This design comes from an exercise in tuning for small area on the open sky130 flow, not from production work. Function was checked by simulation only, so behaviour that the tests miss may differ from the original. The clock port is modelled as an ideal driver, which makes a skipped or thinned clock tree look cheaper than it is; a real chip needs a root buffer or a tree.

## the previous run
==> flow/design.v <==
`timescale 1ns / 1ps
module vga_top(
	input ClkPort,
	input BtnC,
	input BtnU,
	input BtnR,
	input BtnL,
	input BtnD,
	output hSync, vSync,
	output [3:0] vgaR, vgaG, vgaB,
	output An0, An1, An2, An3, An4, An5, An6, An7,
	output Ca, Cb, Cc, Cd, Ce, Cf, Cg, Dp,
	output MemOE, MemWR, RamCS, QuadSpiFlashCS
	);
	reg [6:0] E;
	reg [19:7] D;
	reg [4:0] hh;
	reg [9:0] v;
	reg [8:0] nq;	 
	reg [1:0] dir;
	wire [9:0] h = {hh, E[6:2]};
	wire [7:0] cE;
	assign cE[0] = 1'b1;
	wire dtick = (E == 7'd2);		 
	wire [13:0] cD;
	assign cD[0] = dtick;
	wire [5:0] cH;
	assign cH[0] = cE[7];
	wire hend = hh[4] & hh[3];		 
	wire vtick = cE[7] & hend;
	wire [10:0] cV;
	assign cV[0] = vtick;
	wire vend = v[9] & v[3] & v[2];		 
	wire step = dtick & (D[11:7] == 5'b01111);
	reg [9:0] ex;
	reg [1:0] xmode;
	reg atend;
	wire pix = (E[1:0] == 2'b11);
	wire skip = ~xmode[1] & xmode[0];
	wire pr = xmode[1] & ~xmode[0];
	wire pl = xmode[1] & xmode[0];
	wire right = step & ~dir[1] & ~dir[0];
	wire left = step & ~dir[1] & dir[0];
	wire h144 = ~h[9] & ~h[8] & h[7] & ~h[6] & ~h[5] & h[4] & ~h[3] & ~h[2] & ~h[1] & ~h[0];
	wire h794 = h[9] & h[8] & h[4] & h[3] & ~h[2] & h[1] & ~h[0];
	wire hS = dir[0] ? h144 : h794;
	wire ld0 = pix & ((pr & h144) | (pl & h794));
	wire exend = ex[9] & ex[8] & ex[4] & ex[3] & ex[2] & ex[1] & ex[0];	 
	wire [10:0] cx;
	assign cx[0] = (pix & ~skip) | left;
	wire upy = ~dir[0];		 
	wire [9:0] cy;
	wire wrapy = upy ? (nq[8] & nq[7] & nq[6] & nq[5] & nq[1])
	                 : (~|nq[8:2] & ~nq[0]);
	wire mvy = step & dir[1];
	assign cy[0] = mvy & ~wrapy;
	genvar i;
	generate
		for (i = 0; i < 7; i = i + 1) begin : gE
			assign cE[i+1] = cE[i] & E[i];
		end
		for (i = 0; i < 13; i = i + 1) begin : gD
			assign cD[i+1] = cD[i] & D[i+7];
		end
		for (i = 0; i < 5; i = i + 1) begin : gH
			assign cH[i+1] = cH[i] & hh[i];
		end
		for (i = 0; i < 10; i = i + 1) begin : gV
			assign cV[i+1] = cV[i] & v[i];
		end
		for (i = 0; i < 10; i = i + 1) begin : gx
			assign cx[i+1] = cx[i] & ex[i];
		end
		for (i = 0; i < 9; i = i + 1) begin : gy
			assign cy[i+1] = cy[i] & ~(nq[i] ^ upy);
		end
	endgenerate
	always @(posedge ClkPort, posedge BtnC) begin
		if (BtnC) begin
			E <= 7'd3;
			D <= 0;
			hh <= 0;
			v <= 0;
			ex <= 10'd355;
			xmode <= 2'd0;
			atend <= 1'b0;
			nq <= ~9'd245;
			dir <= 0;
		end else begin
			E <= E ^ cE[6:0];
			D <= D ^ cD[12:0];
			hh <= (hh ^ cH[4:0]) & ~({5{cE[7] & hend}} & 5'b11001);
			v <= (v ^ cV[9:0]) & ~({10{vtick & vend}} & 10'b1000001101);
			ex <= (ld0 | (cx[0] & exend)) ? 10'd0 : ex ^ cx[9:0];
			if (right) xmode <= atend ? 2'd2 : 2'd1;
			else if (left & atend) xmode <= 2'd3;
			else if (pix & (skip | ld0)) xmode <= 2'd0;
			if (pix & hS) atend <= (~xmode[1] & ~xmode[0] & exend) | (xmode[1] & (xmode[0] ^ dir[0]));
			nq <= ((nq ^ cy[8:0]) | ({9{mvy & wrapy & ~upy}} & 9'b111100000))
			      & ~({9{mvy & wrapy & upy}} & 9'b111100000);
			if (step) begin
				if (BtnR) dir <= 2'd0;
				else if (BtnL) dir <= 2'd1;
				else if (BtnU) dir <= 2'd2;
				else if (BtnD) dir <= 2'd3;
			end
		end
	end
	wire bh = (h[9] & ~h[8]) | (~h[9] & h[8]) | (h[7] & h[5]) | (h[7] & h[6]) | (h[8] & ~h[4]) |
	          (h[7] & h[4] & (h[3] | h[2] | h[1] | h[0])) | (h[9] & ~h[3] & ~h[2] & ~h[1] & ~h[0]);
	wire bv = v[8] | v[7] | v[6] | (v[5] & (v[4] | v[3] | v[2] | (v[1] & v[0]))) | (v[9] & ~v[3] & ~v[2]);
	wire bright = bh & bv;
	wire [8:0] dy;
	wire [9:0] ky;
	assign ky[0] = 1'b1;
	generate
		for (i = 0; i < 9; i = i + 1) begin : gdy
			assign dy[i] = v[i] ^ nq[i] ^ ky[i];
			assign ky[i+1] = (v[i] & nq[i]) | (v[i] & ky[i]) | (nq[i] & ky[i]);
		end
	endgenerate
	wire exlo = skip ? ((ex[3:0] != 4'd0) & ~(ex[3] & ex[2])) : ~(ex[3] & (ex[2] | (ex[1] & ex[0])));
	wire inx = ~xmode[1] & (ex[9:4] == 6'd0) & exlo;
	wire iny = (dy[8:4] == 0) & ~(dy[3] & (dy[2] | (dy[1] & dy[0])));
	wire ah = h[8] & h[7] & ((h[6] & ~h[5] & ~h[4] & ~h[3]) | (~h[6] & h[5] & h[4] & h[3] & h[2] & (h[1] | h[0])));
	wire av = ~v[8] & v[7] & v[6] & v[5] & v[4] & (v[3] | (v[2] & (v[1] | v[0])));
	wire red = (inx & iny) | (ah & av);
	assign hSync = h[9] | h[8] | h[7] | (h[6] & h[5]);
	assign vSync = |v[9:1];
	assign vgaR = {4{bright & red}};
	assign vgaG = {4{bright & ~red}};
	assign vgaB = {4{bright & ~red}};
	assign An0 = ~(~D[19] & ~D[18]);
	assign An1 = ~(~D[19] & D[18]);
	assign An2 = ~(D[19] & ~D[18]);
	assign An3 = ~(D[19] & D[18]);
	assign {An7, An6, An5, An4} = 4'b1111;
	wire digF = ~D[19];
	assign {Ca, Cb, Cc, Cd, Ce, Cf, Cg, Dp} = {1'b0, digF, digF, digF, 1'b0, 1'b0, ~digF, 1'b0};
	assign {MemOE, MemWR, RamCS, QuadSpiFlashCS} = 4'b1111;
endmodule
Settings: LEC_CHECK=0, CAP_MARGIN=20, CORE_MARGIN=2, CORE_UTILIZATION=35, PLACE_DENSITY=0.6, SLEW_MARGIN=20; clock period 10.0 ns.
standard.sh (not shown) runs the stock make flow with config.mk's settings and CLKGATE_MAP_FILE= SYNTH_SCRIPT=/design/flow/synth_recipe.tcl, a recipe that flattens the netlist after the stock synthesis.
==> flow/flow/run.sh <==
#!/bin/bash
# Own layout flow: the standard flow (standard.sh, with the standard synthesis
# otherwise unchanged) with these changes, all through ORFS's own variables and hooks:
#  - synthesis (synth_area.tcl) is synth_recipe.tcl with an area-oriented ABC script
#    for the final technology mapping, run with a few seeds, keeping the smallest
#    result; the registers are untouched;
#  - input and output ports are buffered with the smallest buffer cell (buf_1);
#  - after floorplan (downsize.tcl) every combinational cell is set to its smallest
#    variant (repair_design / repair_timing later size up whatever needs it), and the
#    constant outputs share one tie cell;
#  - after CTS (clock1.tcl) the clock tree is rebuilt as four clkbuf_8 cells driven by
#    the clock port, each driving the registers of one quarter of the layout.
# make's full output goes to flow_make.log here; each ORFS step logs under orfs/logs/.
set -euo pipefail
W=$(pwd)
F=$W/flow
bash standard.sh \
  "SYNTH_SCRIPT=$F/synth_area.tcl" \
  "BUFFER_PORTS_ARGS=-buffer_cell sky130_fd_sc_hd__buf_1" \
  "POST_FLOORPLAN_TCL=$F/downsize.tcl" \
  "CTS_ARGS=-sink_clustering_enable -repair_clock_nets -dont_use_dummy_load -buf_list sky130_fd_sc_hd__clkbuf_8" \
  "POST_CTS_TCL=$F/clock1.tcl" \
  finish > $W/flow_make.log 2>&1
==> flow/flow/synth_area.tcl <==
# The standard synthesis (synth_recipe.tcl in the work folder, unchanged), except
# that the final ABC technology mapping is area-oriented: deep AIG resynthesis
# (&deepsyn), structural choices and area-only standard-cell mapping (amap), in
# place of ORFS's speed script. &deepsyn is randomized (it stops after 200 steps
# without improvement, so each seed gives a fixed result), so the mapping is run
# with a few seeds and the smallest result is kept. ABC maps only the combinational
# logic, so the registers, their names and cell types are those of the standard
# synthesis.
set ::area_abc_seeds {0 11 22 33 44 55 66 77}
set ::area_flow_dir [file dirname [file normalize [info script]]]
proc abc {args} {
  set i [lsearch $args -script]
  if { $i < 0 } {
    yosys abc {*}$args
    return
  }
  set libs {}
  foreach lib $::env(LIB_FILES) {
    lappend libs -liberty $lib
  }
  yosys design -save pre_area_abc
  set best_area 1e12
  set best_seed -1
  foreach seed $::area_abc_seeds {
    set script [file join $::env(OBJECTS_DIR) abc_area_$seed.script]
    set f [open $script w]
    puts $f "strash\n&get -n\n&deepsyn -J 200 -T 600 -S $seed\n&put\ndch -f\namap\ntopo"
    close $f
    yosys design -load pre_area_abc
    lset args [expr { $i + 1 }] $script
    puts "synth_area.tcl: ABC with $script in place of the script named above"
    yosys abc {*}$args
    set st [yosys tee -q -s result.string stat {*}$libs]
    regexp {Chip area for module[^:]*:\s*([0-9.]+)} $st -> area
    puts "synth_area.tcl: seed $seed gives cell area $area"
    if { $area < $best_area } {
      set best_area $area
      set best_seed $seed
      yosys design -save best_area_abc
    }
  }
  yosys design -load best_area_abc
  puts "synth_area.tcl: kept seed $best_seed (cell area $best_area)"
}
source [file join [file dirname $::area_flow_dir] synth_recipe.tcl]
Other scripts of this flow, unchanged in this note and not shown: flow/flow/clock1.tcl, flow/flow/downsize.tcl
The previous run went all the way through the flow, and no timing, DRC or antenna check failed.
Setup changes, the previous run to the current run
-- flow/flow/run.sh --
<<< the previous run, line 6
#    result; the registers are untouched;
>>> the current run, line 6
#    result, and without extracting adders into fa/ha cells before it; the
#    registers are untouched;
-- flow/flow/synth_area.tcl --
<<< the previous run, line 8
# synthesis.
>>> the current run, line 8
# synthesis. Full and half adders are not extracted into fa/ha cells before ABC
# (extract_fa is skipped): ABC then maps the counters and adders together with the
# logic around them, which comes out smaller.
proc extract_fa {args} {
  puts "synth_area.tcl: extract_fa skipped"
}
Findings:
Per the comparison of the current run with the previous run, first-pass GRT wire length saw an increase; area of the die saw a decrease. Compared to the previous run, the current run has starting density of the core 0.25 points higher. The current run vs the previous run: cell count up by more than 10%. Path depth of the worst reg2reg path: higher on the current run. Utilization of the core after routing (the current run over the previous run): increase, 0.20 points. Re share of final-layout standard cells stronger than drive strength 1: the previous run was higher than the current run. Wire length: the current run > the previous run.
In every run of this note, the design's own scripts or RTL, not TritonCTS, make the clock network.

## static timing again, ports no longer ideal
No port has a modelled driver above. Below, the same layouts with a new extraction and two added sets of constraints.
Step 1 (the two cells are an assumption about what drives the block):
set clk [get_ports {ClkPort}]
set_driving_cell -lib_cell sky130_fd_sc_hd__clkbuf_16 $clk
set_driving_cell -lib_cell sky130_fd_sc_hd__buf_2 [delete_from_list [all_inputs] $clk]
Step 2 moves the port delays by t, midway between the first and last clock arrival at a register: inputs arrive t later, outputs are due t later. That takes back most of the time a late clock gives input paths.
a / b / c = ideal / step 1 / step 2; a / b = the first two.
run | t, ns | setup slack, ns | cell pins on the clock port's net
the previous run | 0.210 | 3.118 / 3.056 / 3.266 | 4
the current run | 0.210 | 5.285 / 5.227 / 5.437 | 4
After both steps setup and hold are still met in every run listed.
